What follows belongs to an exercise in optimizing a design on an open flow for small area and a short achievable clock period; a production flow would make more cautious choices.
Where RTL was checked, it was by simulation tests only, not by an equivalence proof against the original.
Function not checked in runs 1 and 4 to 7: the RTL went through the layout flow alone.
Power is estimated from default activity; no workload was simulated.

<file path="flow/run.sh">
#!/bin/bash
# Own layout flow: the standard flow (standard.sh, the standard synthesis
# script and ORFS) with a few extra ORFS settings:
#  - the port buffers are sky130_fd_sc_hd__buf_4 instead of the resizer's default
#    choice (a slow delay cell);
#  - repair_timing aims for a larger setup margin.
# Each step's full output goes to a log file in the work folder.
set -euo pipefail
W=$(pwd)
X=("BUFFER_PORTS_ARGS=-buffer_cell sky130_fd_sc_hd__buf_4")
if [[ -f flow/extra.txt ]]; then
  while IFS= read -r line; do
    [[ -z "$line" || "$line" == \#* ]] && continue
    X+=("$line")
  done < flow/extra.txt
fi
printf '%s\n' "${X[@]}" > "$W/flow_settings.log"
bash standard.sh "${X[@]}" synth > "$W/flow_synth.log" 2>&1
bash standard.sh "${X[@]}" finish > "$W/flow_layout.log" 2>&1
test -f out/final.def
</file>
<file path="flow/extra.txt">
SETUP_SLACK_MARGIN=6.0
</file>
<file path="standard.sh">
#!/bin/bash
# synth_recipe.tcl (not shown) runs the flow's synth.tcl, then flattens the netlist and writes it again
# the make line also repeats each setting of config.mk as NAME=value (left out here)
make -C /OpenROAD-flow-scripts/flow DESIGN_CONFIG=/design/flow/config.mk WORK_HOME=/design/flow/orfs CLKGATE_MAP_FILE= SYNTH_SCRIPT=/design/flow/synth_recipe.tcl "${@:-finish}"
</file>
<file path="config.mk">
export PLATFORM = sky130hd
export DESIGN_NAME = microprocessor
export DESIGN_NICKNAME = microprocessor
export VERILOG_FILES = /design/flow/design.v
export SDC_FILE = /design/flow/constraint.sdc
export NUM_CORES = 4
export LEC_CHECK = 0
export CAP_MARGIN = 20
export CORE_MARGIN = 2
export CORE_UTILIZATION = 40
export CTS_BUF_LIST = sky130_fd_sc_hd__clkbuf_8
export SETUP_SLACK_MARGIN = 5
export SLEW_MARGIN = 20
export SYNTH_HIERARCHICAL = 1
</file>
<file path="constraint.sdc">
create_clock -name core_clock -period 10.5 [get_ports {clk}]
set_input_delay 2.1000 -clock core_clock [delete_from_list [all_inputs] [get_ports {clk}]]
set_output_delay 2.1000 -clock core_clock [all_outputs]
set_load 0.01 [all_outputs]
</file>
<file path="design.v">
`timescale 1ns / 1ps
module ALU(
	input wire [15:0] A,
	input wire [15:0] B,
	input wire [3:0] op,
	output wire [7:0] lo,
	output wire c8,
	output wire [7:0] hi0,
	output wire [7:0] hi1,
	output wire [15:0] logic_res,
	output wire neq
);
	wire sub = op[2];
	wire [15:0] x = A ^ {16{sub}};
	assign {c8, lo} = {1'b0, B[7:0]} + {1'b0, x[7:0]} + {8'd0, sub};
	assign hi0 = B[15:8] + x[15:8];
	assign hi1 = B[15:8] + x[15:8] + 8'd1;
	assign logic_res = op[0] ? (B | A) : (B & A);
	assign neq = (B != A);
endmodule
`timescale 1ns / 1ps
module program_counter(
	input wire [15:0] pc,
	input wire [15:0] instruction,
	input wire step,
	input wire clr,
	output wire [15:0] d_nt,
	output wire [15:0] d_br
);
	wire [15:0] pc_inc = pc + 16'd1;
	wire is_j = (instruction[15:12] == 4'd15);
	assign d_nt = clr ? 16'd0 : !step ? pc :
	              is_j ? {pc_inc[15:12], instruction[11:0]} : pc_inc;
	assign d_br = pc_inc + {{12{instruction[3]}}, instruction[3:0]};
endmodule
`timescale 1ns / 1ps
module register_file(
	input wire [255:0] R,
	input wire [3:0] addr,
	output reg [15:0] data
);
	integer k;
	always @* begin
		data = 16'd0;
		for (k = 0; k < 16; k = k + 1)
			data = data | ({16{addr == k}} & R[16*k +: 16]);
	end
endmodule
`timescale 1ns / 1ps
module microprocessor(
	input wire clk,
	input wire clr,
	input wire step,
	input wire [15:0] instruction,
	output wire [15:0] pc_out,
	output reg wb_en,
	output reg [3:0] wb_addr,
	output wire [15:0] wb_data,
	output reg st_en,
	output reg [1:0] st_addr,
	output reg [15:0] st_data
);
	wire [3:0] op = instruction[15:12];
	wire [3:0] ra = instruction[11:8];
	wire [3:0] rb = instruction[7:4];
	wire [3:0] rc = instruction[3:0];
	reg [255:0] R;           
	reg [63:0] M;            
	reg [7:0] q_lo, q_hi0, q_hi1;
	reg q_c8;
	reg [15:0] q_logic;
	reg q_lw, q_log, q_slt, q_taken;
	reg [1:0] q_laddr;
	reg [15:0] pc_nt, pc_br;
	genvar gi;
	wire [7:0] hi = q_c8 ? q_hi1 : q_hi0;
	wire [15:0] res = q_lw ? M[16*q_laddr +: 16] :
	                  q_log ? q_logic :
	                  q_slt ? {15'd0, hi[7]} : {hi, q_lo};
	assign wb_data = res;
	wire [15:0] pc = q_taken ? pc_br : pc_nt;
	assign pc_out = pc;
	wire [15:0] r_wdata = res & {16{~clr}};
	generate
		for (gi = 0; gi < 16; gi = gi + 1) begin : rf
			wire en = clr | (wb_en & (wb_addr == gi));
			always @(posedge clk)
				if (en) R[16*gi +: 16] <= r_wdata;
		end
	endgenerate
	wire [63:0] m_init = {16'd0, 16'd5, 16'd22, 16'd1};
	generate
		for (gi = 0; gi < 4; gi = gi + 1) begin : dm
			wire en = clr | (st_en & (st_addr == gi));
			always @(posedge clk)
				if (en) M[16*gi +: 16] <= clr ? m_init[16*gi +: 16] : st_data;
		end
	endgenerate
	wire [15:0] Ar, Br;
	register_file read_a (.R(R), .addr(ra), .data(Ar));
	register_file read_b (.R(R), .addr(rb), .data(Br));
	wire [15:0] A = (wb_en && wb_addr == ra) ? res : Ar;
	wire [15:0] B = (wb_en && wb_addr == rb) ? res : Br;
	wire [7:0] lo, hi0, hi1;
	wire c8, neq;
	wire [15:0] logic_res;
	ALU alu0 (.A(A), .B(B), .op(op), .lo(lo), .c8(c8), .hi0(hi0), .hi1(hi1),
	          .logic_res(logic_res), .neq(neq));
	wire is_lw = (op == 4'd8);
	wire wr = step & ((op[3:1] == 3'b000) | (op == 4'd2) | (op[3:1] == 3'b011) | is_lw);
	wire st = step & (op == 4'd10);
	wire [1:0] maddr = B[1:0] + rc[1:0];
	wire [15:0] d_nt, d_br;
	program_counter pc0 (.pc(pc), .instruction(instruction), .step(step), .clr(clr),
	                     .d_nt(d_nt), .d_br(d_br));
	always @(posedge clk) begin
		if (clr) begin
			wb_en <= 1'b0;
			st_en <= 1'b0;
			q_taken <= 1'b0;
		end else begin
			wb_en <= wr;
			st_en <= st;
			q_taken <= step & (op == 4'd14) & neq;
		end
		pc_nt <= d_nt;
		pc_br <= d_br;
		q_lo <= lo;
		q_c8 <= c8;
		q_hi0 <= hi0;
		q_hi1 <= hi1;
		q_logic <= logic_res;
		q_lw <= is_lw;
		q_log <= (op[3:1] == 3'b000);
		q_slt <= (op == 4'd7);
		q_laddr <= maddr;
		wb_addr <= is_lw ? rb : rc;
		st_addr <= maddr;
		st_data <= B;
	end
endmodule
</file>
==> flow_metrics.tcl, run 1 <==
set metrics [dict create \
    status "finished clean" \
    wire_per_inst_um 25.1 \
    p_seq_frac 0.455 \
    ys_top_cells_by_count "edfxtp_1, a22oi_1, dfxtp_1, nand2_1, mux2_2" \
    antenna_found_initial 1 \
    initialDrtViolationCount 1442 \
    path_common_cell "mux2_2" \
    max-vdd-ir-drop_mv 0.107 \
    grt_usage 0.232 \
    topRoutingLayerUsed "met4" \
    start_util 0.406 \
    syn-num-nets 1819 \
    die_x_um 235 \
    cp_max_fo 7 \
    cp_slowest_cell "a211o_1" \
    die_h_um 235 \
    drive_gt1_frac 0.273 \
    placeableCoreArea_mm2 0.0528 \
    clk_pin_slew_ps 60 \
    nets 1941 \
    overflow 0 \
    cts_htree_levels 3 \
    internal_power_w 0.00355 \
    yosysMostFrequentCell "edfxtp_1" \
    fp-row-count 84 \
    ant_nets 0 \
    drv_slew 0 \
    syn-cell-area_mm2 0.0214 \
    max_cap_violations 0 \
    grt_max_degree 42 \
    switchingPower_w 0.00161 \
    cts_tree "built" \
    ys_ff_latch 421 \
    ios 75 \
    yosys_most_used_dff "edfxtp_1" \
    worst-setup-path-type "primary input to flip-flop" \
    timing.hold.ws_ps 568 \
    synth-async-reset-ratio 0 \
    cts_sinks 421 \
    slowest_delay_ps 390 \
    yosys_warnings 8 \
    netlist_instances 1729 \
    die_area_mm2 0.0554 \
    port_buffers 74 \
    setup_violations 0 \
    vias_per_cell 6.04 \
    post-route-drc-count 0 \
    fin_crit_sh 0.443 \
    synth_edf_count 320 \
    drt-total-wl_um 65200 \
    power_leakage_nw 9.77 \
    yosysSeqAreaShare 0.543 \
    crit_chain "buf_12 > bufbuf_16 > mux2_2 > a22oi_1 > nand3_1 > a211o_1 > mux2_2 > ha_4 > a21oi_1 > a21boi_1 > nor4_4 > nand4_1 > xnor2_1" \
    hpwl_um 39700 \
    synth_top_area_frac 0.448 \
    vias 15700 \
    syn_to_final_growth_pct 19.6 \
    swShare 0.312 \
    clockBufferDepth 3 \
    tightest_slew_ps 1070 \
    numCtsBuffers 73 \
    wl_met1_um 27200 \
    wl_met3_um 4750 \
    clkPwrFrac 0.280 \
    power_density_mw_per_mm2 201 \
    rsz0062_at_grt "true" \
    finClkSkew_ps 27.9 \
    yosys.area.top_type "edfxtp_1" \
    drt_pre_antenna_iters 5 \
    max_slew_margin 0.288 \
    clkLatencyLatePin_ps 660 \
    netlist_top_cells_area "edfxtp_1, dfxtp_1, mux2_2" \
    cp.required_ps 11020 \
    synth.avg_cell_area_um2 12.4 \
    fin_tns_setup_ps 0 \
    cp-end-kind "flip-flop" \
    hold_violations 0 \
    cts_root_buf "clkbuf_8" \
    grt_pass1_vias 15800 \
    cp-start-kind "primary input" \
    place_congestion 0.948 \
    met2_length_um 30800 \
    combPwrFrac 0.265 \
    cp.arrival_ps 5180 \
    grt_pass1_wl_um 97600 \
    finalCriticalPeriod_ps 4660 \
    synth_cell_types 79 \
    fmax_ghz 0.215 \
    hp-class "flip-flop to flip-flop" \
]
[worst max-delay path: cells and delay by family]
kind,cells,cell delay (ps)
AO/OA/AOI/OAI,4,980
multiplexers,2,660
AND/OR/NAND/NOR,3,540
buffers and inverters,2,430
adder cells (fa/ha/maj),1,290
XOR/XNOR,1,160
[registers in the layout (all words and copies together) (netlist names)]
signal   count
M           64
R          256
pc_br       16
pc_nt       16
q_c8         1
q_hi0        8
q_hi1        8
q_laddr      2
q_lo         8
q_log        1
q_logic     16
q_lw         1
q_slt        1
q_taken      1
st_data     16
st_en        1
wb_addr      4
wb_en        1
[path summary, 6_finish.rpt]
kind,startpoint,cells past startpoint,end,slack (ps)
min,st_data[0],1,M[32],570
min reg2reg,st_data[0],1,M[32],570
max reg2reg,q_taken,12,pc_br[13],6710
max,instruction[6],13,q_hi1[7],5840
[metal layers]
metal,GRT usage,up-vias
met1,0.307,7870
met4,0.0959,0
met5,0,-
li1,-,6980
met2,0.374,665
met3,0.0446,168
[power by group through the flow]
stage / clock network (W) / registers (W) / logic [W]
detailed placement: 0 / 0.00237 / 0.00117
global placement: 0 / 0.00236 / 0.00115
finish: 0.00144 / 0.00235 / 0.00137
CTS: 0.00147 / 0.00234 / 0.00130
floorplan: 0 / 0.00232 / 0.000796
global route: 0.00154 / 0.00238 / 0.00147
[Yosys stat by module, one instance, submodules excluded]
module           cells inside  area [µm²]  copies in the design  flops+latches
program_counter           205        1430                     1              0
microprocessor            679       13800                     1            421
ALU                       209        1640                     1              0
register_file             318        2290                     2              0
[stage by stage]
step / instance area (µm²) / setup WS [ps] / utilization / total power [W] / instances
2_1_floorplan: 21600 / 5470 / - / 0.00312 / 1729
3_3_place_gp: 22500 / 4450 / 0.427 / 0.00351 / 2395
3_5_place_dp: 22500 / 4410 / 0.427 / 0.00353 / 2395
4_1_cts: 25300 / 5920 / 0.479 / 0.00511 / 2586
5_1_grt: 25600 / 5770 / 0.486 / 0.00539 / 2595
6_report: 25600 / 5840 / 0.486 / 0.00516 / 2595
[cell usage in the layout, fill, tap and decap left out, types with 8 or more instances in the layout]
master	count
a211o_1	32
a21o_1	12
a21oi_1	53
a221oi_1	28
a221oi_2	35
a22oi_1	108
a31oi_1	32
a32oi_1	30
and2_1	21
buf_16	12
buf_4	136
buf_6	11
bufbuf_16	9
clkbuf_8	80
clkinv_2	9
dfxtp_1	99
edfxtp_1	320
ha_1	60
inv_1	79
mux2_1	15
mux2_2	67
mux2_4	12
mux2i_1	19
mux4_2	14
nand2_1	76
nand2b_1	8
nand3_1	41
nand3_2	8
nand4_1	9
nor2_1	64
nor2b_1	54
nor4bb_1	31
o21ai_0	15
o21ai_1	18
o21ai_2	10
o22ai_1	32
xnor2_1	29
xor2_1	37
[logic make-up after synthesis]
logic type | share of synthesized area
AND/OR/NAND/NOR | 0.103
adder cells (fa/ha/maj) | 0.0425
AO/OA/AOI/OAI | 0.162
buffers and inverters | 0.0451
multiplexers | 0.0742
flip-flops | 0.543
XOR/XNOR | 0.0306
[repair_timing]
action,CTS,global route
hold buffers,0,0
gates resized for setup,132,50
buffers inserted,44,8
gates cloned,17,0
pin swaps,56,37
endpoints found under the hold margin,0,0
setup endpoints to repair,37,23
[area by class of cell]
cell class,count,area (µm²)
timing repair buffer,179,1970
clock inverter,50,278
inverter,53,199
fill,4635,27100
tap,688,861
multi-input combinational,1123,9580
clock buffer,80,1100
sequential,421,11600
antenna,1,2.50
==> inputs of run 2 (changes only) <==
--- a/design.v
+++ b/design.v
@@ -37,14 +37,9 @@
 module register_file(
 	input wire [255:0] R,
 	input wire [3:0] addr,
-	output reg [15:0] data
+	output wire [15:0] data
 );
-	integer k;
-	always @* begin
-		data = 16'd0;
-		for (k = 0; k < 16; k = k + 1)
-			data = data | ({16{addr == k}} & R[16*k +: 16]);
-	end
+	assign data = R[16*addr +: 16];
 endmodule
 `timescale 1ns / 1ps
 module microprocessor(
--- a/config.mk
+++ b/config.mk
@@ -8,7 +8,8 @@
 export CAP_MARGIN = 20
 export CORE_MARGIN = 2
 export CORE_UTILIZATION = 40
-export CTS_BUF_LIST = sky130_fd_sc_hd__clkbuf_8
+export CTS_CLUSTER_DIAMETER = 80
+export CTS_CLUSTER_SIZE = 20
 export SETUP_SLACK_MARGIN = 5
 export SLEW_MARGIN = 20
 export SYNTH_HIERARCHICAL = 1
==> flow_metrics.tcl, run 2 <==
set metrics [dict create \
    synth_xor_area_frac 0.0320 \
    place_congestion 0.785 \
    fill_cells 4437 \
    yosysMostFrequentCell "edfxtp_1" \
    clockBufferDepth 3 \
    mostFrequentLayoutCells "edfxtp_1, buf_4, mux4_2" \
    nets 1564 \
    fin_tns_setup_ps 0 \
    max_cap_violations 0 \
    cp_max_fo 5 \
    port_buffers 74 \
    drv_slew 0 \
    hpwl_um 33400 \
    drive_gt1_frac 0.301 \
    clkLatencyLatePin_ps 590 \
    vias 12500 \
    endpoint "q_hi1[7]" \
    largest_reg_flops 256 \
    path_common_cell "buf_16" \
    placeableCoreArea_mm2 0.0513 \
    synth_mux_area_frac 0.201 \
    die_h_um 232 \
    slowest_delay_ps 540 \
    setup_violations 0 \
    power_density_mw_per_mm2 200 \
    drt_pre_antenna_iters 5 \
    diodes 0 \
    die_area_mm2 0.0537 \
    start_util 0.404 \
    max-vdd-ir-drop_mv 0.111 \
    finClkSkew_ps 26.8 \
    hold_buffers 0 \
    antenna_found_initial 0 \
    yosys_most_used_dff "edfxtp_1" \
    r2r_setup_slack_ps 6350 \
    rsz0062_at_grt "true" \
    syn-cell-area_mm2 0.0207 \
    cp.depth 13 \
    cts_htree_levels 1 \
    synth_cell_types 72 \
    ant_nets 0 \
    numCtsBuffers 26 \
    crit_chain "buf_16 > buf_16 > mux4_1 > a22oi_1 > nand2_1 > mux2_4 > xor2_1 > ha_4 > buf_4 > a211o_1 > a31oi_1 > nand4_1 > xnor2_1" \
    cp-end-kind "flip-flop" \
    post-route-drc-count 0 \
    r2r-end "pc_br[15]" \
    final_common_cell "edfxtp_1" \
    cp.required_ps 10970 \
    synth_top_family_by_area "multiplexers" \
    grt_max_degree 47 \
    hold_violations 0 \
    yosys.area.top_type "edfxtp_1" \
    postLayoutCellArea_mm2 0.0239 \
    die_x_um 232 \
    netlist_instances 1369 \
    hp-class "flip-flop to flip-flop" \
    tightest_slew_ps 1020 \
    status "finished clean" \
    synth_simple_gate_area_frac 0.0603 \
    initialDrtViolationCount 1191 \
    critPathLaunch "instruction[8]" \
    syn_to_final_growth_pct 15.3 \
    worst-setup-path-type "primary input to flip-flop" \
    grt_usage 0.201 \
    cts_sinks 421 \
    netlist_top_cells_area "edfxtp_1, mux4_2, dfxtp_1" \
    fmax_ghz 0.221 \
    ios 75 \
    rr_startpoint "q_taken" \
    cp-start-kind "primary input" \
    wire_per_inst_um 25.0 \
    max_slew_margin 0.320 \
    synth_compound_area_frac 0.0696 \
    ys_top_cells_by_count "edfxtp_1, mux4_2, dfxtp_1, a22oi_1, nand2_1" \
    finalCriticalPeriod_ps 4530 \
    fp-row-count 83 \
    synth_top_area_frac 0.463 \
    drt-total-wl_um 54300 \
    r2r_cells 12 \
    cts_root_buf "clkbuf_16" \
    synth_fa_ha_area_frac 0.0439 \
    grt_pass1_wl_um 80300 \
    synth_edf_count 320 \
    yosysSeqAreaShare 0.561 \
    cp_slowest_cell "mux4_1" \
    path_delay_family "multiplexers" \
    syn-num-nets 1459 \
    fin_crit_sh 0.431 \
    cts_tree "built" \
    grt_pass1_vias 12300 \
    cp.arrival_ps 5000 \
    ys_ff_latch 421 \
    path_buf_inv 3 \
    synth.avg_cell_area_um2 15.1 \
    clk_pin_slew_ps 80 \
    synth-async-reset-ratio 0 \
    power_leakage_nw 8.97 \
    place_area_mm2 0.0221 \
    largestRegisters "R: 256 flops, M: 64 flops" \
    overflow 0 \
    yosys_warnings 7 \
    vias_per_cell 5.73 \
    regMostFlops "R" \
]
==> run 2: changes by cell type after synthesis, moves of 33 or more <==
cell      previous run  this run
o22ai_1             33         0
mux4_2              14       122
a221oi_1            42         0
buf_2               55        21
nor2_1              69        26
==> run 2: cell type report <==
type	count	area, µm²	share of cell area
Timing Repair Buffer	157	1580	0.0661
Clock buffer	43	757	0.0317
Sequential cell	421	11600	0.487
Clock inverter	5	48.8	0.00204
Inverter	56	210	0.00879
Multi-Input combinational cell	812	8830	0.369
Tap cell	680	851	0.0356
==> run 2: worst min path at each step <==
stage,start,end,slack [ps],cells past startpoint
floorplan,st_data[1],M[17],580,1
global placement,st_data[4],M[20],540,1
detailed placement,st_data[4],M[20],560,1
CTS,st_data[0],M[32],590,1
global route,st_data[0],M[0],610,1
finish,st_data[4],M[20],590,1
==> run 2: per-stage QoR <==
stage          instances  total power, W  setup WS [ps]  hold WS (ps)   util
6_report            2174         0.00479           5970           588  0.466
5_1_grt             2174         0.00503           5900           614  0.466
4_1_cts             2153         0.00477           6010           590  0.460
3_5_place_dp        2079         0.00363           4160           564  0.431
3_3_place_gp        2079         0.00360           4230           545  0.431
2_1_floorplan       1369         0.00320           5610           578      -
==> run 2: logic make-up after synthesis <==
logic type | after synthesis
AOI/OAI and AO/OA | 209
DFF | 421
adders and majority gates | 71
muxes | 222
xor gates and xnor gates | 75
buffers and inverters | 136
and+or+nand+nor | 235
==> run 2: power by group <==
part	total (W)	leakage [nW]	internal [W]	switching, W
clock network	0.00106	0.386	0.000501	0.000555
logic	0.00140	4.48	0.000664	0.000738
registers	0.00233	4.11	0.00220	0.000130
==> run 2: Yosys stat by module (local to each module, per instance) <==
module	cells inside	copies in the design
program_counter	208	1
ALU	208	1
register_file	137	2
microprocessor	679	1
==> run 2: what timing repair did <==
item | 4_1_cts | 5_1_grt
setup endpoints to repair | 46 | 16
gates cloned | 8 | 2
buffers inserted | 18 | 19
resized for setup | 65 | 20
pin swaps | 13 | 21
==> run 2: metal layers <==
metal / vias up / wire length, µm / global-route usage / share of wire
met4: 0 / 1190 / 0.0535 / 0.022
met5: - / 0 / 0 / 0
met3: 81 / 3770 / 0.0337 / 0.069
li1: 5587 / - / - / -
met2: 438 / 26500 / 0.334 / 0.49
met1: 6361 / 22800 / 0.274 / 0.42
==> inputs of run 3 (changes only) <==
--- a/flow/run.sh
+++ b/flow/run.sh
@@ -1,13 +1,13 @@
 #!/bin/bash
 # Own layout flow: the standard flow (standard.sh, the standard synthesis
 # script and ORFS) with a few extra ORFS settings:
-#  - the port buffers are sky130_fd_sc_hd__buf_4 instead of the resizer's default
+#  - the port buffers are sky130_fd_sc_hd__buf_1 instead of the resizer's default
 #    choice (a slow delay cell);
 #  - repair_timing aims for a larger setup margin.
 # Each step's full output goes to a log file in the work folder.
 set -euo pipefail
 W=$(pwd)
-X=("BUFFER_PORTS_ARGS=-buffer_cell sky130_fd_sc_hd__buf_4")
+X=("BUFFER_PORTS_ARGS=-buffer_cell sky130_fd_sc_hd__buf_1")
 if [[ -f flow/extra.txt ]]; then
   while IFS= read -r line; do
     [[ -z "$line" || "$line" == \#* ]] && continue
--- a/config.mk
+++ b/config.mk
@@ -8,8 +8,7 @@
 export CAP_MARGIN = 20
 export CORE_MARGIN = 2
 export CORE_UTILIZATION = 40
-export CTS_CLUSTER_DIAMETER = 80
-export CTS_CLUSTER_SIZE = 20
+export CTS_BUF_LIST = sky130_fd_sc_hd__clkbuf_8
 export SETUP_SLACK_MARGIN = 5
 export SLEW_MARGIN = 20
 export SYNTH_HIERARCHICAL = 1
==> flow_metrics.tcl, run 3 <==
set metrics [dict create \
    synth.avg_cell_area_um2 15.1 \
    grt_usage 0.204 \
    tightest_slew_ps 1040 \
    placeableCoreArea_mm2 0.0513 \
    hold_path_end "M[20]" \
    placedCellCount 2083 \
    drv_slew 0 \
    synth_cell_types 72 \
    largestRegisters "R: 256 flops, M: 64 flops" \
    drt-total-wl_um 55700 \
    setup_slack_ps 5980 \
    cp_max_fo 8 \
    ios 75 \
    fp-row-count 83 \
    final_common_cell "edfxtp_1" \
    multi_input_area_mm2 0.00889 \
    initialDrtViolationCount 1132 \
    vias_per_cell 5.69 \
    hold_buffers 0 \
    die_h_um 232 \
    clockBufferDepth 3 \
    nets 1624 \
    crit_chain "clkbuf_16 > buf_12 > mux4_2 > a22oi_1 > nand2_2 > mux2_2 > xor2_2 > buf_4 > ha_4 > nor4b_4 > a2111oi_4 > a31oi_1 > nand4_1 > xnor2_1" \
    r2r-end "pc_br[15]" \
    fin_total_pwr_w 0.00511 \
    timing.hold.ws_ps 559 \
    ys_top_cells_by_count "edfxtp_1, mux4_2, dfxtp_1, a22oi_1, nand2_1" \
    antenna_found_initial 0 \
    cts_tree "built" \
    r2r_cells 12 \
    hp-class "flip-flop to flip-flop" \
    cts_root_buf "clkbuf_8" \
    place_congestion 0.803 \
    min_path_cells 1 \
    clkLatencyLatePin_ps 650 \
    clk_pin_slew_ps 60 \
    worst-setup-path-type "primary input to flip-flop" \
    yosys.area.top_type "edfxtp_1" \
    die_area_mm2 0.0537 \
    slowest_delay_ps 480 \
    start_util 0.404 \
    cp.required_ps 11020 \
    numCtsBuffers 69 \
    synth_top_area_frac 0.463 \
    netlist_instances 1369 \
    hpwl_um 33000 \
    netlist_top_cells_area "edfxtp_1, mux4_2, dfxtp_1" \
    hold_start "st_data[4]" \
    post-route-drc-count 0 \
    max_cap_violations 0 \
    mostFrequentLayoutCells "edfxtp_1, mux4_2, dfxtp_1" \
    critPathLaunch "instruction[8]" \
    grt_pass1_vias 12900 \
    cp-end-kind "flip-flop" \
    cp_slowest_cell "mux4_2" \
    power_leakage_nw 9.17 \
    finClkSkew_ps 28.8 \
    rr_startpoint "q_taken" \
    synth_edf_count 320 \
    r2r_setup_slack_ps 6700 \
    stdcell_count 2268 \
    drive_gt1_frac 0.304 \
    port_buffers 74 \
    hold_violations 0 \
    diodes 0 \
    fill_cells 4430 \
    power_density_mw_per_mm2 209 \
    grt_pass1_wl_um 80300 \
    drt_pre_antenna_iters 7 \
    die_x_um 232 \
    cp.arrival_ps 5040 \
    fin_tns_setup_ps 0 \
    fin_crit_sh 0.431 \
    status "finished clean" \
    rsz0062_at_grt "true" \
    max-vdd-ir-drop_mv 0.0851 \
    largest_reg_flops 256 \
    ys_ff_latch 421 \
    overflow 0 \
    syn-num-nets 1459 \
    finalCriticalPeriod_ps 4520 \
    regMostFlops "R" \
    max_slew_margin 0.304 \
    setup_violations 0 \
    ant_nets 0 \
    yosysMostFrequentCell "edfxtp_1" \
    wire_per_inst_um 24.6 \
    synth-async-reset-ratio 0 \
    syn-cell-area_mm2 0.0207 \
    syn_to_final_growth_pct 18.1 \
    yosysSeqAreaShare 0.561 \
    grt_max_degree 43 \
    cts_htree_levels 3 \
    yosys_warnings 7 \
    vias 12900 \
    cp-start-kind "primary input" \
    yosys_most_used_dff "edfxtp_1" \
    dpl_worst_slack_ps 4150 \
    cts_sinks 421 \
    regArea_mm2 0.0116 \
    fmax_ghz 0.221 \
]
## run 3: cell types whose count changed in the layout (fill, tap and decap cells not counted), sizes merged
cell      delta
clkinvlp     +3
clkinv      +17
buf          +8
inv         +18
clkbuf      +46
bufinv       +2
## run 3: cells by family (layout without fill, tap and decap cells)
logic type,after synthesis,in the layout,share of synthesized area
and+or+nand+nor,235,235,0.0603
AOI/OAI and AO/OA,209,209,0.0696
DFF,421,421,0.561
xor gates and xnor gates,75,75,0.0320
muxes,222,222,0.201
adders and majority gates,71,71,0.0439
buffers and inverters,136,355,0.0323
## run 3: per-module statistics from Yosys (local to each module, per instance)
module	flip-flops and latches	cells	cell area (µm²)	copies in the design
ALU	0	208	1640	1
microprocessor	421	679	13800	1
program_counter	0	208	1440	1
register_file	0	137	1930	2
## run 3: worst max-delay path, delay by kind of cell
| kind | cells | cell delay, ps |
|---|---|---|
| AO/OA/AOI/OAI | 3 | 470 |
| XOR/XNOR | 2 | 340 |
| adder cells (fa/ha/maj) | 1 | 230 |
| buffers and inverters | 3 | 460 |
| multiplexers | 2 | 820 |
| AND/OR/NAND/NOR | 3 | 610 |
## run 3: per-stage QoR
step	instance area [µm²]	utilization
final	24500	0.477
after global routing	24500	0.477
after CTS	23800	0.464
after detailed placement	21900	0.427
after global placement	21900	0.427
after floorplan	20900	-
## run 3: cell type report
class,instances,share of cell area
inverter,56,0.00858
clock buffer,80,0.0450
multi-input combinational,812,0.363
clock inverter,45,0.0102
sequential,421,0.475
timing repair buffer,174,0.0633
tap,680,0.0347
## run 3: layer usage
| layer | wire [µm] | GRT usage |
|---|---|---|
| met2 | 27000 | 0.337 |
| met4 | 1880 | 0.0781 |
| met3 | 4100 | 0.0438 |
| met1 | 22800 | 0.263 |
| met5 | 0 | 0 |
## run 3: how the worst max path moves through the flow
stage / cells after the start / endpoint / slack (ps)
floorplan: 13 / q_hi1[7] / 5610
CTS: 14 / q_hi1[7] / 5950
finish: 14 / q_hi1[7] / 5980
detailed placement: 13 / q_hi1[7] / 4150
global route: 14 / q_hi1[7] / 5890
global placement: 13 / q_hi1[7] / 4180
## run 3: where the power goes
part           internal, W  switching, W  total (W)  leakage, nW
logic             0.000624      0.000729    0.00135         4.31
registers          0.00221      0.000141    0.00235         4.11
clock network     0.000746      0.000667    0.00141        0.758
total              0.00358       0.00154    0.00511         9.17
## run 3: timing repair
item | 4_1_cts | 5_1_grt
buffers inserted | 12 | 33
pin swaps | 4 | 39
endpoints found under the setup margin | 47 | 22
cloned | 9 | 6
gates resized for setup | 49 | 59
==> inputs of run 4 (changes only) <==
--- a/design.v
+++ b/design.v
@@ -1,8 +1,12 @@
 `timescale 1ns / 1ps
 module ALU(
-	input wire [15:0] A,
-	input wire [15:0] B,
+	input wire [15:0] Ar,
+	input wire [15:0] Br,
+	input wire [15:0] W,
+	input wire fwd_a,
+	input wire fwd_b,
 	input wire [3:0] op,
+	output wire [15:0] B,
 	output wire [7:0] lo,
 	output wire c8,
 	output wire [7:0] hi0,
@@ -10,6 +14,8 @@
 	output wire [15:0] logic_res,
 	output wire neq
 );
+	wire [15:0] A = fwd_a ? W : Ar;
+	assign B = fwd_b ? W : Br;
 	wire sub = op[2];
 	wire [15:0] x = A ^ {16{sub}};
 	assign {c8, lo} = {1'b0, B[7:0]} + {1'b0, x[7:0]} + {8'd0, sub};
@@ -94,12 +100,12 @@
 	wire [15:0] Ar, Br;
 	register_file read_a (.R(R), .addr(ra), .data(Ar));
 	register_file read_b (.R(R), .addr(rb), .data(Br));
-	wire [15:0] A = (wb_en && wb_addr == ra) ? res : Ar;
-	wire [15:0] B = (wb_en && wb_addr == rb) ? res : Br;
+	wire [15:0] B;
 	wire [7:0] lo, hi0, hi1;
 	wire c8, neq;
 	wire [15:0] logic_res;
-	ALU alu0 (.A(A), .B(B), .op(op), .lo(lo), .c8(c8), .hi0(hi0), .hi1(hi1),
+	ALU alu0 (.Ar(Ar), .Br(Br), .W(res), .fwd_a(wb_en && wb_addr == ra),
+	          .fwd_b(wb_en && wb_addr == rb), .op(op), .B(B), .lo(lo), .c8(c8), .hi0(hi0), .hi1(hi1),
 	          .logic_res(logic_res), .neq(neq));
 	wire is_lw = (op == 4'd8);
 	wire wr = step & ((op[3:1] == 3'b000) | (op == 4'd2) | (op[3:1] == 3'b011) | is_lw);
--- a/flow/run.sh
+++ b/flow/run.sh
@@ -1,13 +1,13 @@
 #!/bin/bash
 # Own layout flow: the standard flow (standard.sh, the standard synthesis
 # script and ORFS) with a few extra ORFS settings:
-#  - the port buffers are sky130_fd_sc_hd__buf_1 instead of the resizer's default
+#  - the port buffers are sky130_fd_sc_hd__buf_4 instead of the resizer's default
 #    choice (a slow delay cell);
 #  - repair_timing aims for a larger setup margin.
 # Each step's full output goes to a log file in the work folder.
 set -euo pipefail
 W=$(pwd)
-X=("BUFFER_PORTS_ARGS=-buffer_cell sky130_fd_sc_hd__buf_1")
+X=("BUFFER_PORTS_ARGS=-buffer_cell sky130_fd_sc_hd__buf_4")
 if [[ -f flow/extra.txt ]]; then
   while IFS= read -r line; do
     [[ -z "$line" || "$line" == \#* ]] && continue
==> flow_metrics.tcl, run 4 <==
set metrics [dict create \
    synth_simple_gate_area_frac 0.0563 \
    cts_sinks 421 \
    combPwrFrac 0.289 \
    yosys_most_used_dff "edfxtp_1" \
    yosysMostFrequentCell "edfxtp_1" \
    port_buffers 74 \
    min_path_cells 1 \
    syn-num-nets 1460 \
    synth_compound_area_frac 0.0806 \
    die_area_mm2 0.0540 \
    max_cap_violations 0 \
    finClkSkew_ps 26.5 \
    critPathLaunch "instruction[8]" \
    r2r_setup_slack_ps 6450 \
    drt_pre_antenna_iters 9 \
    drv_slew 0 \
    ys_top_cells_by_count "edfxtp_1, mux4_2, dfxtp_1, a22oi_1, ha_1" \
    netlist_instances 1371 \
    fp-row-count 83 \
    switchingPower_w 0.00159 \
    setup_violations 0 \
    cp.required_ps 11020 \
    clkPwrFrac 0.268 \
    endpoint "q_hi1[7]" \
    clkLatencyLatePin_ps 640 \
    syn_to_final_growth_pct 20.6 \
    fin_crit_sh 0.451 \
    largest_reg_flops 256 \
    dpl_worst_slack_ps 4150 \
    overflow 0 \
    numCtsBuffers 69 \
    max_slew_margin 0.291 \
    synth_mux_area_frac 0.195 \
    cts_root_buf "clkbuf_8" \
    post-route-drc-count 0 \
    ys_ff_latch 421 \
    yosysSeqAreaShare 0.558 \
    stdcell_count 2302 \
    status "finished clean" \
    final_common_cell "edfxtp_1" \
    mostFrequentLayoutCells "edfxtp_1, buf_4, mux4_2" \
    vias 13200 \
    hpwl_um 34300 \
    placedCellCount 2091 \
    grt_pass1_wl_um 83000 \
    cts_tree "built" \
    r2r_cells 12 \
    yosys.area.top_type "edfxtp_1" \
    placeableCoreArea_mm2 0.0514 \
    largestRegisters "R: 256 flops, M: 64 flops" \
    diodes 0 \
    r2r-end "pc_br[15]" \
    synth-async-reset-ratio 0 \
    power_leakage_nw 9.70 \
    cp_max_fo 8 \
    hp-class "flip-flop to flip-flop" \
    grt_max_degree 57 \
    synth_cell_types 78 \
    ant_nets 0 \
    yosys_warnings 7 \
    p_seq_frac 0.443 \
    swShare 0.301 \
    drive_gt1_frac 0.351 \
    hold_violations 0 \
    vias_per_cell 5.72 \
    netlist_top_cells_area "edfxtp_1, mux4_2, dfxtp_1" \
    synth_top_family_by_area "multiplexers" \
    cp.arrival_ps 5260 \
    fmax_ghz 0.211 \
    setup_slack_ps 5760 \
    antenna_found_initial 0 \
    synth_top_area_frac 0.461 \
    drt-total-wl_um 57200 \
    grt_usage 0.210 \
    regMostFlops "R" \
    cp-end-kind "flip-flop" \
    ios 75 \
    synth.avg_cell_area_um2 15.2 \
    cp-start-kind "primary input" \
    fin_util 0.489 \
    clk_pin_slew_ps 70 \
    place_congestion 0.815 \
    worst-setup-path-type "primary input to flip-flop" \
    internal_power_w 0.00369 \
    initialDrtViolationCount 1388 \
    synth_xor_area_frac 0.0334 \
    rsz0062_at_grt "true" \
    die_x_um 232 \
    synth_edf_count 320 \
    die_h_um 232 \
    syn-cell-area_mm2 0.0209 \
    start_util 0.406 \
    rr_startpoint "q_taken" \
    grt_pass1_vias 13200 \
    wire_per_inst_um 24.8 \
    max-vdd-ir-drop_mv 0.113 \
    nets 1656 \
    cts_htree_levels 3 \
    fin_tns_setup_ps 0 \
    tightest_slew_ps 1060 \
    finalCriticalPeriod_ps 4740 \
    synth_fa_ha_area_frac 0.0431 \
    power_density_mw_per_mm2 210 \
    clockBufferDepth 3 \
]
run 4: cell types whose count changed in the layout (fill, tap and decap cells not counted), moves of 11 or more:
| cell | change |
|---|---|
| mux2i_1 | +14 |
| buf_1 | -67 |
| nor2_1 | +11 |
| a22oi_2 | -11 |
| a221oi_1 | +13 |
| mux2_2 | -17 |
| and2_1 | -16 |
| nand2_1 | -21 |
| buf_4 | +104 |
| mux2i_2 | +11 |
| mux4_2 | -15 |
run 4: worst min-delay path by stage:
stage,startpoint,endpoint
6_report,st_data[1],M[17]
5_1_grt,st_data[4],M[20]
4_1_cts,st_data[1],M[17]
3_5_place_dp,st_data[4],M[20]
3_3_place_gp,st_data[4],M[20]
2_1_floorplan,st_data[1],M[17]
run 4: repair_timing:
action                                  4_1_cts  5_1_grt
hold buffers                                  0        0
endpoints found under the setup margin       42       21
gates resized for setup                      67       37
pin swaps                                     7       20
cloned                                       10        3
setup buffers                                33       39
run 4: modules after synthesis (local to each module, per instance):
| module | times used | flops+latches | cells | cell area, µm² |
|---|---|---|---|---|
| register_file | 2 | 0 | 137 | 1930 |
| program_counter | 1 | 0 | 208 | 1440 |
| ALU | 1 | 0 | 242 | 2020 |
| microprocessor | 1 | 421 | 647 | 13500 |
run 4: final cells by class:
class	count	area, µm²
Fill cell	4373	26200
Sequential cell	421	11600
Multi-Input combinational cell	810	8990
Timing Repair Buffer	209	2130
Clock buffer	75	1030
Tap cell	680	851
Clock inverter	51	322
Inverter	56	210
run 4: power groups by stage:
stage	combinational [W]	clock, W	sequential, W
3_5_place_dp	0.00133	0	0.00237
3_3_place_gp	0.00130	0	0.00235
4_1_cts	0.00144	0.00144	0.00234
6_report	0.00153	0.00142	0.00234
5_1_grt	0.00164	0.00152	0.00237
2_1_floorplan	0.000922	0	0.00232
run 4: logic make-up after synthesis:
logic type,Yosys count
AOI/OAI and AO/OA,223
and+or+nand+nor,220
buffers and inverters,140
DFF,421
adders and majority gates,70
xor gates and xnor gates,77
muxes,220
run 4: stage by stage:
stage	area, µm²	hold WS [ps]	total power (W)
floorplan	21000	578	0.00325
global placement	22300	545	0.00365
detailed placement	22300	559	0.00369
CTS	24600	571	0.00522
global route	25200	601	0.00553
finish	25200	567	0.00528
run 4: layer usage:
metal / vias up / routed length (µm) / share of wire / global-route usage
li1: 5825 / - / - / -
met5: - / 0 / 0 / 0
met4: 0 / 1750 / 0.031 / 0.0813
met1: 6742 / 23200 / 0.41 / 0.269
met3: 93 / 3960 / 0.069 / 0.0435
met2: 507 / 28300 / 0.49 / 0.350
run 4: critical path, cell delays in order:
cell and delay, ps:
buf_16 150, buf_16 150, mux4_2 510, a22oi_2 190, nand2_2 80, mux2i_4 190, xnor2_2 130, ha_4 210
fa_2 400, a211oi_2 260, nor2_1 100, xor2_1 290, and3_4 260, nand3_2 80, xnor2_1 130
==> inputs of run 5 (changes only) <==
--- a/design.v
+++ b/design.v
@@ -1,12 +1,8 @@
 `timescale 1ns / 1ps
 module ALU(
-	input wire [15:0] Ar,
-	input wire [15:0] Br,
-	input wire [15:0] W,
-	input wire fwd_a,
-	input wire fwd_b,
+	input wire [15:0] A,
+	input wire [15:0] B,
 	input wire [3:0] op,
-	output wire [15:0] B,
 	output wire [7:0] lo,
 	output wire c8,
 	output wire [7:0] hi0,
@@ -14,8 +10,6 @@
 	output wire [15:0] logic_res,
 	output wire neq
 );
-	wire [15:0] A = fwd_a ? W : Ar;
-	assign B = fwd_b ? W : Br;
 	wire sub = op[2];
 	wire [15:0] x = A ^ {16{sub}};
 	assign {c8, lo} = {1'b0, B[7:0]} + {1'b0, x[7:0]} + {8'd0, sub};
@@ -43,9 +37,16 @@
 module register_file(
 	input wire [255:0] R,
 	input wire [3:0] addr,
-	output wire [15:0] data
+	input wire [15:0] W,
+	input wire fwd,
+	output reg [15:0] data
 );
-	assign data = R[16*addr +: 16];
+	integer j;
+	always @* begin
+		data = {16{fwd}} & W;
+		for (j = 0; j < 4; j = j + 1)
+			data = data | ({16{~fwd & (addr[3:2] == j)}} & R[16*(4*j + addr[1:0]) +: 16]);
+	end
 endmodule
 `timescale 1ns / 1ps
 module microprocessor(
@@ -97,15 +98,13 @@
 				if (en) M[16*gi +: 16] <= clr ? m_init[16*gi +: 16] : st_data;
 		end
 	endgenerate
-	wire [15:0] Ar, Br;
-	register_file read_a (.R(R), .addr(ra), .data(Ar));
-	register_file read_b (.R(R), .addr(rb), .data(Br));
-	wire [15:0] B;
+	wire [15:0] A, B;
+	register_file read_a (.R(R), .addr(ra), .W(res), .fwd(wb_en && wb_addr == ra), .data(A));
+	register_file read_b (.R(R), .addr(rb), .W(res), .fwd(wb_en && wb_addr == rb), .data(B));
 	wire [7:0] lo, hi0, hi1;
 	wire c8, neq;
 	wire [15:0] logic_res;
-	ALU alu0 (.Ar(Ar), .Br(Br), .W(res), .fwd_a(wb_en && wb_addr == ra),
-	          .fwd_b(wb_en && wb_addr == rb), .op(op), .B(B), .lo(lo), .c8(c8), .hi0(hi0), .hi1(hi1),
+	ALU alu0 (.A(A), .B(B), .op(op), .lo(lo), .c8(c8), .hi0(hi0), .hi1(hi1),
 	          .logic_res(logic_res), .neq(neq));
 	wire is_lw = (op == 4'd8);
 	wire wr = step & ((op[3:1] == 3'b000) | (op == 4'd2) | (op[3:1] == 3'b011) | is_lw);
==> flow_metrics.tcl, run 5 <==
set metrics [dict create \
    rsz0062_at_grt "true" \
    yosys.area.top_type "edfxtp_1" \
    wire_per_inst_um 24.3 \
    max-vdd-ir-drop_mv 0.107 \
    placeableCoreArea_mm2 0.0512 \
    largestRegisters "R: 256 flops, M: 64 flops" \
    synth.avg_cell_area_um2 14.9 \
    synth_cell_types 78 \
    clk_pin_slew_ps 70 \
    cts_htree_levels 3 \
    clockBufferDepth 3 \
    hp-class "flip-flop to flip-flop" \
    die_x_um 232 \
    largest_reg_flops 256 \
    hpwl_um 35100 \
    fin_util 0.483 \
    r2r-end "pc_br[14]" \
    final_common_cell "edfxtp_1" \
    status "finished clean" \
    netlist_instances 1386 \
    max_slew_margin 0.243 \
    r2r_cells 11 \
    cts_tree "built" \
    die_h_um 232 \
    yosys_most_used_dff "edfxtp_1" \
    cp.arrival_ps 5130 \
    clkLatencyLatePin_ps 640 \
    yosysSeqAreaShare 0.562 \
    numCtsBuffers 69 \
    fmax_ghz 0.217 \
    cp.required_ps 11030 \
    vias 13000 \
    drive_gt1_frac 0.359 \
    power_density_mw_per_mm2 212 \
    yosysMostFrequentCell "edfxtp_1" \
    cp_max_fo 7 \
    endpoint "q_hi1[7]" \
    syn-cell-area_mm2 0.0207 \
    critPathLaunch "instruction[9]" \
    drt_pre_antenna_iters 5 \
    drt-total-wl_um 55300 \
    grt_max_degree 44 \
    port_buffers 74 \
    tightest_slew_ps 1140 \
    initialDrtViolationCount 1116 \
    finalCriticalPeriod_ps 4600 \
    synth_edf_count 320 \
    power_leakage_nw 9.30 \
    fp-row-count 83 \
    rr_startpoint "q_taken" \
    worst-setup-path-type "primary input to flip-flop" \
    antenna_found_initial 0 \
    post-route-drc-count 0 \
    ios 75 \
    netlist_top_cells_area "edfxtp_1, mux4_2, dfxtp_1" \
    grt_usage 0.207 \
    cp-start-kind "primary input" \
    cts_sinks 421 \
    die_area_mm2 0.0536 \
    cts_root_buf "clkbuf_8" \
    drv_slew 0 \
    vias_per_cell 5.70 \
    finClkSkew_ps 28.8 \
    nets 1630 \
    grt_pass1_vias 13000 \
    place_congestion 0.871 \
    setup_violations 0 \
    ys_ff_latch 421 \
    yosys_warnings 8 \
    synth-async-reset-ratio 0 \
    overflow 0 \
    r2r_setup_slack_ps 6550 \
    synth_top_area_frac 0.464 \
    start_util 0.404 \
    mostFrequentLayoutCells "edfxtp_1, mux4_2, buf_4" \
    hold_violations 0 \
    place_area_mm2 0.0221 \
    fin_crit_sh 0.439 \
    fin_tns_setup_ps 0 \
    grt_pass1_wl_um 81900 \
    postLayoutCellArea_mm2 0.0247 \
    ant_nets 0 \
    max_cap_violations 0 \
    syn-num-nets 1476 \
    syn_to_final_growth_pct 19.5 \
    cp-end-kind "flip-flop" \
    regMostFlops "R" \
    ys_top_cells_by_count "edfxtp_1, mux4_2, dfxtp_1, nand2_1, a22oi_1" \
]
## run 5: final cells by class
class	count	area (µm²)
Fill cell	4310	26500
Multi-Input combinational cell	827	9090
Clock buffer	79	1090
Sequential cell	421	11600
Timing Repair Buffer	160	1590
Tap cell	680	851
Inverter	61	230
Antenna cell	1	2.50
Clock inverter	47	256
## run 5: metrics by stage
stage          total power (W)  instances  hold WS [ps]  setup slack, ps
6_report               0.00524       2276           586             5900
5_1_grt                0.00549       2275           612             5750
4_1_cts                0.00519       2262           590             5860
3_5_place_dp           0.00368       2105           560             4120
3_3_place_gp           0.00365       2104           554             4110
2_1_floorplan          0.00323       1386           578             5620
## run 5: per-module statistics from Yosys, one instance, submodules excluded
module           flops+latches  area [µm²]
microprocessor             421       13500
register_file                0        2010
program_counter              0        1510
ALU                          0        1640
## run 5: what timing repair did
| item | CTS | global route |
|---|---|---|
| setup buffers | 23 | 11 |
| cloned | 8 | 2 |
| pin swaps | 19 | 25 |
| gates resized for setup | 96 | 49 |
| endpoints found under the setup margin | 69 | 28 |
| hold buffers | 0 | 0 |
## run 5: worst min path at each step
stage / endpoint / slack [ps] / depth (start not counted) / startpoint
after floorplan: M[17] / 580 / 1 / st_data[1]
after global placement: M[20] / 550 / 1 / st_data[4]
after detailed placement: M[17] / 560 / 1 / st_data[1]
after CTS: M[20] / 590 / 1 / st_data[4]
after global routing: M[17] / 610 / 1 / st_data[1]
final: M[20] / 590 / 1 / st_data[4]
## run 5: critical path: stages
cell     delay, ps
buf_16         120
xnor2_4        120
nand2_2         90
nor4_4         330
buf_6          190
and3b_4        290
a22oi_2        230
nand3_2        190
xor2_2         230
ha_4           350
nand3_1        130
nand2_1        120
xor2_2         300
nand4_1        180
xnor2_1        150
## run 5: report_power, final
part / switching, W / total, W / internal [W]
Combinational: 0.000805 / 0.00151 / 0.000701
Clock: 0.000652 / 0.00139 / 0.000739
Sequential: 0.000135 / 0.00234 / 0.00221
Total: 0.00159 / 0.00524 / 0.00365
## run 5: kinds of logic (layout without fill, tap and decap cells)
family	count (synthesis)	after routing	synth area share
adders and majority gates	71	71	0.0440
xor gates and xnor gates	74	74	0.0317
muxes	191	191	0.177
DFF	421	421	0.562
and+or+nand+nor	278	279	0.0723
other	0	1	0
AOI/OAI and AO/OA	212	212	0.0766
buffers and inverters	139	347	0.0365
## run 5: layer usage
metal,GRT usage,share of wire
met5,0,0
met4,0.0823,0.027
met1,0.276,0.43
met2,0.330,0.48
met3,0.0439,0.065
==> inputs of run 6 (changes only) <==
--- a/design.v
+++ b/design.v
@@ -12,9 +12,53 @@
 );
 	wire sub = op[2];
 	wire [15:0] x = A ^ {16{sub}};
-	assign {c8, lo} = {1'b0, B[7:0]} + {1'b0, x[7:0]} + {8'd0, sub};
-	assign hi0 = B[15:8] + x[15:8];
-	assign hi1 = B[15:8] + x[15:8] + 8'd1;
+	wire [15:0] p = B ^ x;
+	wire [15:0] g = B & x;
+	wire [7:0] gl0 = {g[7:1], g[0] | (p[0] & sub)};
+	wire [7:0] pl0 = {p[7:1], 1'b0};
+	wire [7:0] gh0 = g[15:8];
+	wire [7:0] ph0 = p[15:8];
+	wire [7:0] gl1, pl1, gl2, pl2, gl3, gh1, ph1, gh2, ph2, gh3, ph3;
+	genvar i;
+	generate
+		for (i = 0; i < 8; i = i + 1) begin : ks
+			if (i >= 1) begin : a1
+				assign gl1[i] = gl0[i] | (pl0[i] & gl0[i-1]);
+				assign pl1[i] = pl0[i] & pl0[i-1];
+				assign gh1[i] = gh0[i] | (ph0[i] & gh0[i-1]);
+				assign ph1[i] = ph0[i] & ph0[i-1];
+			end else begin : b1
+				assign gl1[i] = gl0[i];
+				assign pl1[i] = pl0[i];
+				assign gh1[i] = gh0[i];
+				assign ph1[i] = ph0[i];
+			end
+			if (i >= 2) begin : a2
+				assign gl2[i] = gl1[i] | (pl1[i] & gl1[i-2]);
+				assign pl2[i] = pl1[i] & pl1[i-2];
+				assign gh2[i] = gh1[i] | (ph1[i] & gh1[i-2]);
+				assign ph2[i] = ph1[i] & ph1[i-2];
+			end else begin : b2
+				assign gl2[i] = gl1[i];
+				assign pl2[i] = pl1[i];
+				assign gh2[i] = gh1[i];
+				assign ph2[i] = ph1[i];
+			end
+			if (i >= 4) begin : a3
+				assign gl3[i] = gl2[i] | (pl2[i] & gl2[i-4]);
+				assign gh3[i] = gh2[i] | (ph2[i] & gh2[i-4]);
+				assign ph3[i] = ph2[i] & ph2[i-4];
+			end else begin : b3
+				assign gl3[i] = gl2[i];
+				assign gh3[i] = gh2[i];
+				assign ph3[i] = ph2[i];
+			end
+		end
+	endgenerate
+	assign lo = p[7:0] ^ {gl3[6:0], sub};
+	assign c8 = gl3[7];
+	assign hi0 = p[15:8] ^ {gh3[6:0], 1'b0};
+	assign hi1 = p[15:8] ^ {gh3[6:0] | ph3[6:0], 1'b1};
 	assign logic_res = op[0] ? (B | A) : (B & A);
 	assign neq = (B != A);
 endmodule
@@ -37,16 +81,9 @@
 module register_file(
 	input wire [255:0] R,
 	input wire [3:0] addr,
-	input wire [15:0] W,
-	input wire fwd,
-	output reg [15:0] data
+	output wire [15:0] data
 );
-	integer j;
-	always @* begin
-		data = {16{fwd}} & W;
-		for (j = 0; j < 4; j = j + 1)
-			data = data | ({16{~fwd & (addr[3:2] == j)}} & R[16*(4*j + addr[1:0]) +: 16]);
-	end
+	assign data = R[16*addr +: 16];
 endmodule
 `timescale 1ns / 1ps
 module microprocessor(
@@ -98,9 +135,11 @@
 				if (en) M[16*gi +: 16] <= clr ? m_init[16*gi +: 16] : st_data;
 		end
 	endgenerate
-	wire [15:0] A, B;
-	register_file read_a (.R(R), .addr(ra), .W(res), .fwd(wb_en && wb_addr == ra), .data(A));
-	register_file read_b (.R(R), .addr(rb), .W(res), .fwd(wb_en && wb_addr == rb), .data(B));
+	wire [15:0] Ar, Br;
+	register_file read_a (.R(R), .addr(ra), .data(Ar));
+	register_file read_b (.R(R), .addr(rb), .data(Br));
+	wire [15:0] A = (wb_en && wb_addr == ra) ? res : Ar;
+	wire [15:0] B = (wb_en && wb_addr == rb) ? res : Br;
 	wire [7:0] lo, hi0, hi1;
 	wire c8, neq;
 	wire [15:0] logic_res;
==> flow_metrics.tcl, run 6 <==
set metrics [dict create \
    status "finished clean" \
    ios 75 \
    yosys.area.top_type "edfxtp_1" \
    drt_pre_antenna_iters 5 \
    hp-class "flip-flop to flip-flop" \
    power_leakage_nw 9.20 \
    port_buffers 74 \
    max_cap_violations 0 \
    r2r_cells 12 \
    cp-end-kind "flip-flop" \
    initialDrtViolationCount 931 \
    grt_usage 0.200 \
    drive_gt1_frac 0.305 \
    die_x_um 232 \
    post-route-drc-count 0 \
    drt-total-wl_um 54400 \
    mostFrequentLayoutCells "edfxtp_1, mux4_2, buf_4" \
    start_util 0.405 \
    clkLatencyLatePin_ps 620 \
    timing.hold.ws_ps 551 \
    drv_slew 0 \
    yosysSeqAreaShare 0.558 \
    finalCriticalPeriod_ps 4590 \
    crit_chain "buf_16 > buf_16 > mux4_2 > a22oi_2 > nand2_2 > mux2_4 > xor2_2 > ha_1 > a2111o_1 > a31o_1 > a211o_1 > o211ai_2" \
    place_congestion 0.818 \
    synth_top_area_frac 0.461 \
    grt_pass1_vias 12900 \
    die_h_um 232 \
    hold_violations 0 \
    fp-row-count 83 \
    rr_startpoint "q_taken" \
    largest_reg_flops 256 \
    synth_edf_count 320 \
    cp_max_fo 6 \
    syn-num-nets 1476 \
    max-vdd-ir-drop_mv 0.0878 \
    slowest_delay_ps 520 \
    vias 12600 \
    ys_top_cells_by_count "edfxtp_1, mux4_2, dfxtp_1, a22oi_1, nand2_1" \
    cts_tree "built" \
    cp.arrival_ps 5140 \
    hold_start "st_data[4]" \
    r2r-end "pc_br[15]" \
    fin_util 0.471 \
    numCtsBuffers 70 \
    cp_slowest_cell "mux4_2" \
    synth.avg_cell_area_um2 15.0 \
    cts_sinks 421 \
    netlist_top_cells_area "edfxtp_1, mux4_2, dfxtp_1" \
    placeableCoreArea_mm2 0.0514 \
    fin_tns_setup_ps 0 \
    tightest_slew_ps 885 \
    max_slew_margin 0.408 \
    antenna_found_initial 1 \
    wire_per_inst_um 24.2 \
    diodes 0 \
    grt_max_degree 43 \
    overflow 0 \
    regMostFlops "R" \
    fmax_ghz 0.218 \
    path_delay_family "compound AO/OA/AOI/OAI gates" \
    grt_pass1_wl_um 80200 \
    clk_pin_slew_ps 60 \
    yosys_most_used_dff "edfxtp_1" \
    die_area_mm2 0.0539 \
    path_common_cell "buf_16" \
    nets 1599 \
    cp.required_ps 11050 \
    cp-start-kind "primary input" \
    power_density_mw_per_mm2 206 \
    path_buf_inv 2 \
    yosysMostFrequentCell "edfxtp_1" \
    synth_cell_types 73 \
    rsz0062_at_grt "true" \
    r2r_setup_slack_ps 6750 \
    fin_crit_sh 0.437 \
    syn-cell-area_mm2 0.0208 \
    cts_htree_levels 3 \
    clockBufferDepth 3 \
    finClkSkew_ps 21.1 \
    min_path_cells 1 \
    vias_per_cell 5.61 \
    setup_violations 0 \
    hpwl_um 34000 \
    ys_ff_latch 421 \
    synth-async-reset-ratio 0 \
    cts_root_buf "clkbuf_8" \
    hold_path_end "M[20]" \
    netlist_instances 1384 \
    final_common_cell "edfxtp_1" \
    syn_to_final_growth_pct 16.2 \
    worst-setup-path-type "primary input to flip-flop" \
    largestRegisters "R: 256 flops, M: 64 flops" \
    ant_nets 0 \
    yosys_warnings 7 \
]
[run 6: cell types whose count changed in the layout (fill, tap and decap cells not counted), moves of 9 or more]
cell / before / now
and2_1: 4 / 23
mux4_1: 4 / 19
o21ai_2: 4 / 15
a221oi_1: 13 / 0
xnor2_1: 29 / 38
a22oi_2: 26 / 8
nand3_2: 20 / 0
buf_4: 127 / 110
nand3_1: 27 / 16
buf_6: 13 / 0
nor2_1: 45 / 29
a22oi_1: 43 / 75
mux2_2: 35 / 54
[run 6: per-module statistics from Yosys (local to each module, per instance)]
module	flip-flops and latches	cell area [µm²]
program_counter	0	1440
register_file	0	1930
ALU	0	1730
microprocessor	421	13800
[run 6: worst max path at each step]
stage          endpoint      startpoint  cells past startpoint
2_1_floorplan      q_c8  instruction[8]                     12
3_3_place_gp    q_lo[7]  instruction[8]                     12
3_5_place_dp    q_lo[7]  instruction[8]                     12
4_1_cts         q_lo[7]  instruction[8]                     12
5_1_grt         q_lo[7]  instruction[8]                     12
6_report        q_lo[7]  instruction[8]                     12
[run 6: area by class of cell]
class | count | area (µm²)
well taps | 680 | 851
clock buffers | 78 | 1070
fillers | 4417 | 27200
clock inverters | 51 | 262
multi-input cells | 823 | 8790
inverters | 59 | 221
flip-flops and latches | 421 | 11600
repair buffers | 132 | 1380
[run 6: where the power goes]
group	internal, W	leakage [nW]	switching [W]	total, W
Clock	0.000731	0.769	0.000650	0.00138
Sequential	0.00219	4.11	0.000122	0.00231
Combinational	0.000598	4.33	0.000695	0.00129
[run 6: logic make-up (layout without fill, tap and decap cells)]
| group | count (synthesis) | after routing | synth area share |
|---|---|---|---|
| multiplexers | 220 | 220 | 0.199 |
| adder cells (fa/ha/maj) | 73 | 73 | 0.0449 |
| XOR/XNOR | 74 | 74 | 0.0311 |
| buffers and inverters | 140 | 320 | 0.0335 |
| flip-flops | 421 | 421 | 0.558 |
| AND/OR/NAND/NOR | 235 | 235 | 0.0594 |
| AO/OA/AOI/OAI | 221 | 221 | 0.0735 |
[run 6: per-layer routing]
metal  vias up  GRT usage  wire length, µm
met5         -          0                0
met4         0     0.0705             1460
met3       108     0.0330             2830
met2       372      0.349            27700
met1      6418      0.251            22300
li1       5696          -                -
[run 6: what timing repair did]
action,4_1_cts,5_1_grt
setup endpoints to repair,46,11
buffers inserted,1,11
pin swaps,1,13
cloned,7,5
resized for setup,50,28
hold buffers,0,0
[run 6: stage by stage]
stage / instance area [µm²] / power (W) / instances / worst slack (ps)
2_1_floorplan: 21000 / 0.00315 / 1384 / 5650
3_3_place_gp: 22200 / 0.00353 / 2091 / 4210
3_5_place_dp: 22200 / 0.00357 / 2091 / 4210
4_1_cts: 23900 / 0.00499 / 2228 / 5960
5_1_grt: 24200 / 0.00524 / 2244 / 5910
6_report: 24200 / 0.00499 / 2244 / 5910
==> inputs of run 7 (changes only) <==
==> flow/extra.txt (replaced) <==
SETUP_SLACK_MARGIN=6.3
==> flow_metrics.tcl, run 7 <==
set metrics [dict create \
    vias_per_cell 5.71 \
    cp.arrival_ps 4940 \
    drive_gt1_frac 0.375 \
    timing.hold.ws_ps 570 \
    fin_crit_sh 0.422 \
    max-vdd-ir-drop_mv 0.0909 \
    cp_max_fo 8 \
    overflow 0 \
    synth_xor_area_frac 0.0311 \
    mostFrequentLayoutCells "edfxtp_1, buf_4, mux4_2" \
    cts_root_buf "clkbuf_8" \
    largestRegisters "R: 256 flops, M: 64 flops" \
    grt_pass1_vias 13300 \
    synth_mux_area_frac 0.199 \
    max_slew_margin 0.339 \
    synth-async-reset-ratio 0 \
    nets 1655 \
    cts_htree_levels 3 \
    antenna_found_initial 2 \
    power_density_mw_per_mm2 207 \
    cts_sinks 421 \
    final_common_cell "edfxtp_1" \
    netlist_instances 1384 \
    min_path_cells 1 \
    cp-end-kind "flip-flop" \
    synth_edf_count 320 \
    ys_ff_latch 421 \
    hold_buffers 0 \
    tightest_slew_ps 978 \
    ys_top_cells_by_count "edfxtp_1, mux4_2, dfxtp_1, a22oi_1, nand2_1" \
    regMostFlops "R" \
    synth_simple_gate_area_frac 0.0594 \
    port_buffers 74 \
    yosys_warnings 7 \
    synth_fa_ha_area_frac 0.0449 \
    placeableCoreArea_mm2 0.0514 \
    die_x_um 232 \
    yosysMostFrequentCell "edfxtp_1" \
    rsz0062_at_grt "true" \
    fp-row-count 83 \
    synth_top_family_by_area "multiplexers" \
    cts_tree "built" \
    hp-class "flip-flop to flip-flop" \
    cp-start-kind "primary input" \
    clkLatencyLatePin_ps 640 \
    drt-total-wl_um 57900 \
    syn_to_final_growth_pct 21.7 \
    cp.required_ps 11010 \
    grt_usage 0.215 \
    fill_cells 4317 \
    fin_tns_setup_ps 0 \
    hold_violations 0 \
    ios 75 \
    syn-num-nets 1476 \
    drt_pre_antenna_iters 5 \
    syn-cell-area_mm2 0.0208 \
    grt_pass1_wl_um 84900 \
    post-route-drc-count 0 \
    synth_top_area_frac 0.461 \
    max_cap_violations 0 \
    synth.avg_cell_area_um2 15.0 \
    power_leakage_nw 9.66 \
    die_h_um 232 \
    status "finished clean" \
    yosys_most_used_dff "edfxtp_1" \
    finalCriticalPeriod_ps 4430 \
    ant_nets 0 \
    clockBufferDepth 3 \
    synth_cell_types 73 \
    wire_per_inst_um 25.2 \
    worst-setup-path-type "primary input to flip-flop" \
    diodes 0 \
    finClkSkew_ps 36.0 \
    r2r_cells 12 \
    initialDrtViolationCount 1274 \
    fmax_ghz 0.226 \
    clk_pin_slew_ps 60 \
    yosysSeqAreaShare 0.558 \
    setup_violations 0 \
    yosys.area.top_type "edfxtp_1" \
    die_area_mm2 0.0539 \
    synth_compound_area_frac 0.0735 \
    numCtsBuffers 69 \
    vias 13100 \
    netlist_top_cells_area "edfxtp_1, mux4_2, dfxtp_1" \
    place_congestion 0.826 \
    largest_reg_flops 256 \
    hpwl_um 35000 \
    grt_max_degree 43 \
    drv_slew 0 \
    start_util 0.405 \
]
[run 7: changes by cell type in the layout (fill, tap and decap cells not counted), sizes merged]
| cell | change |
|---|---|
| clkbuf | -5 |
| nor2 | +1 |
| bufinv | -1 |
| buf | +59 |
| bufbuf | +1 |
| inv | +2 |
| clkinvlp | -1 |
| clkinv | -5 |
[run 7: repair_timing]
action,CTS,global route
resized for setup,127,84
setup endpoints to repair,72,32
pin swaps,43,29
cloned,14,0
buffers inserted,43,23
[run 7: path summary, 6_finish.rpt]
path,from,end,slack [ps]
worst min-delay path,st_data[4],M[20],570
worst max register to register,q_taken,pc_br[15],6880
worst max-delay path,instruction[8],q_lo[6],6070
worst min register to register,st_data[4],M[20],570
[run 7: modules after synthesis, one instance, submodules excluded]
module | cells inside | times used | flops+latches
ALU | 223 | 1 | 0
microprocessor | 679 | 1 | 421
program_counter | 208 | 1 | 0
register_file | 137 | 2 | 0
[run 7: worst max-delay path, cell delays in order]
cell and delay (ps):
buf_16 140, buf_16 160, buf_6 100, mux4_2 500
a22oi_2 210, nand2_2 90, mux2_4 320, xor2_4 170
fa_2 390, a21o_1 180, a21oi_2 170, buf_4 140
o211ai_1 100, xor2_1 160
[run 7: kinds of logic (layout without fill, tap and decap cells)]
family	count (synthesis)	in the layout
flip-flops	421	421
XOR/XNOR	74	74
adder cells (fa/ha/maj)	73	73
buffers and inverters	140	370
AO/OA/AOI/OAI	221	221
multiplexers	220	220
AND/OR/NAND/NOR	235	236
[run 7: layout make-up]
cell class                      count  area (µm²)  share of cell area
Clock buffer                       77        1060              0.0418
Timing Repair Buffer              188        2080              0.0820
Sequential cell                   421       11600               0.460
Multi-Input combinational cell    824        9250               0.365
Inverter                           59         224             0.00884
Clock inverter                     46         221             0.00874
Tap cell                          680         851              0.0336
[run 7: metal layers]
metal,global-route usage,vias up,routed length [µm]
met1,0.269,6701,23100
met2,0.365,498,28800
li1,-,5795,-
met3,0.0446,115,4030
met4,0.0853,0,1970
met5,0,-,0
[run 7: metrics by stage]
stage	power (W)	setup WS, ps	utilization	std cells	area, µm²
after floorplan	0.00316	5650	-	1384	21100
after global placement	0.00355	4260	0.432	2092	22200
after detailed placement	0.00359	4250	0.432	2092	22200
after CTS	0.00513	6090	0.482	2272	24800
after global routing	0.00550	6020	0.493	2295	25300
final	0.00525	6070	0.493	2295	25300
[run 7: power by group]
part | internal, W | total [W] | switching [W]
logic | 0.000781 | 0.00157 | 0.000785
clock network | 0.000697 | 0.00135 | 0.000657
registers | 0.00219 | 0.00233 | 0.000140
total | 0.00367 | 0.00525 | 0.00158

## re-timing with driven ports
In the flow no input, the clock included, has a driving cell. The finished layouts below were timed again as built, in two steps.
Step 1 sets driving cells, clkbuf_16 on the clock port and buf_2 on the other inputs (assumed; they add their load-dependent delay and slew).
Step 2 adds t to the input delays and takes it off the output delays; t is the mean of the earliest and latest rising clock arrival at the registers after step 1. Input paths then give back, and output paths get back, about the clock's delay inside the block.
Three values: no drivers, after step 1, after step 2; two values: the first two.
| run | shift t [ns] | setup WS [ns] | clock arrival spread, ns | slew at the worst register clock pin (ns) |
|---|---|---|---|---|
| run 1 | 0.701 | 5.844 / 5.713 / 5.012 | 0.030 / 0.030 | 0.07 / 0.07 |
| run 2 | 0.635 | 5.975 / 5.795 / 5.160 | 0.028 / 0.028 | 0.09 / 0.09 |
| run 3 | 0.687 | 5.977 / 5.881 / 5.194 | 0.032 / 0.032 | 0.08 / 0.08 |
| run 4 | 0.681 | 5.762 / 5.639 / 4.957 | 0.027 / 0.027 | 0.07 / 0.07 |
| run 5 | 0.679 | 5.896 / 5.816 / 5.137 | 0.032 / 0.032 | 0.07 / 0.07 |
| run 6 | 0.667 | 5.912 / 5.746 / 5.080 | 0.026 / 0.027 | 0.07 / 0.07 |
| run 7 | 0.682 | 6.070 / 5.806 / 5.124 | 0.040 / 0.040 | 0.07 / 0.07 |
After both steps every run listed still meets setup and hold. For run 7, which loses most, drivers alone change the setup slack by -0.264 ns; drivers and shift together by -0.946 ns.
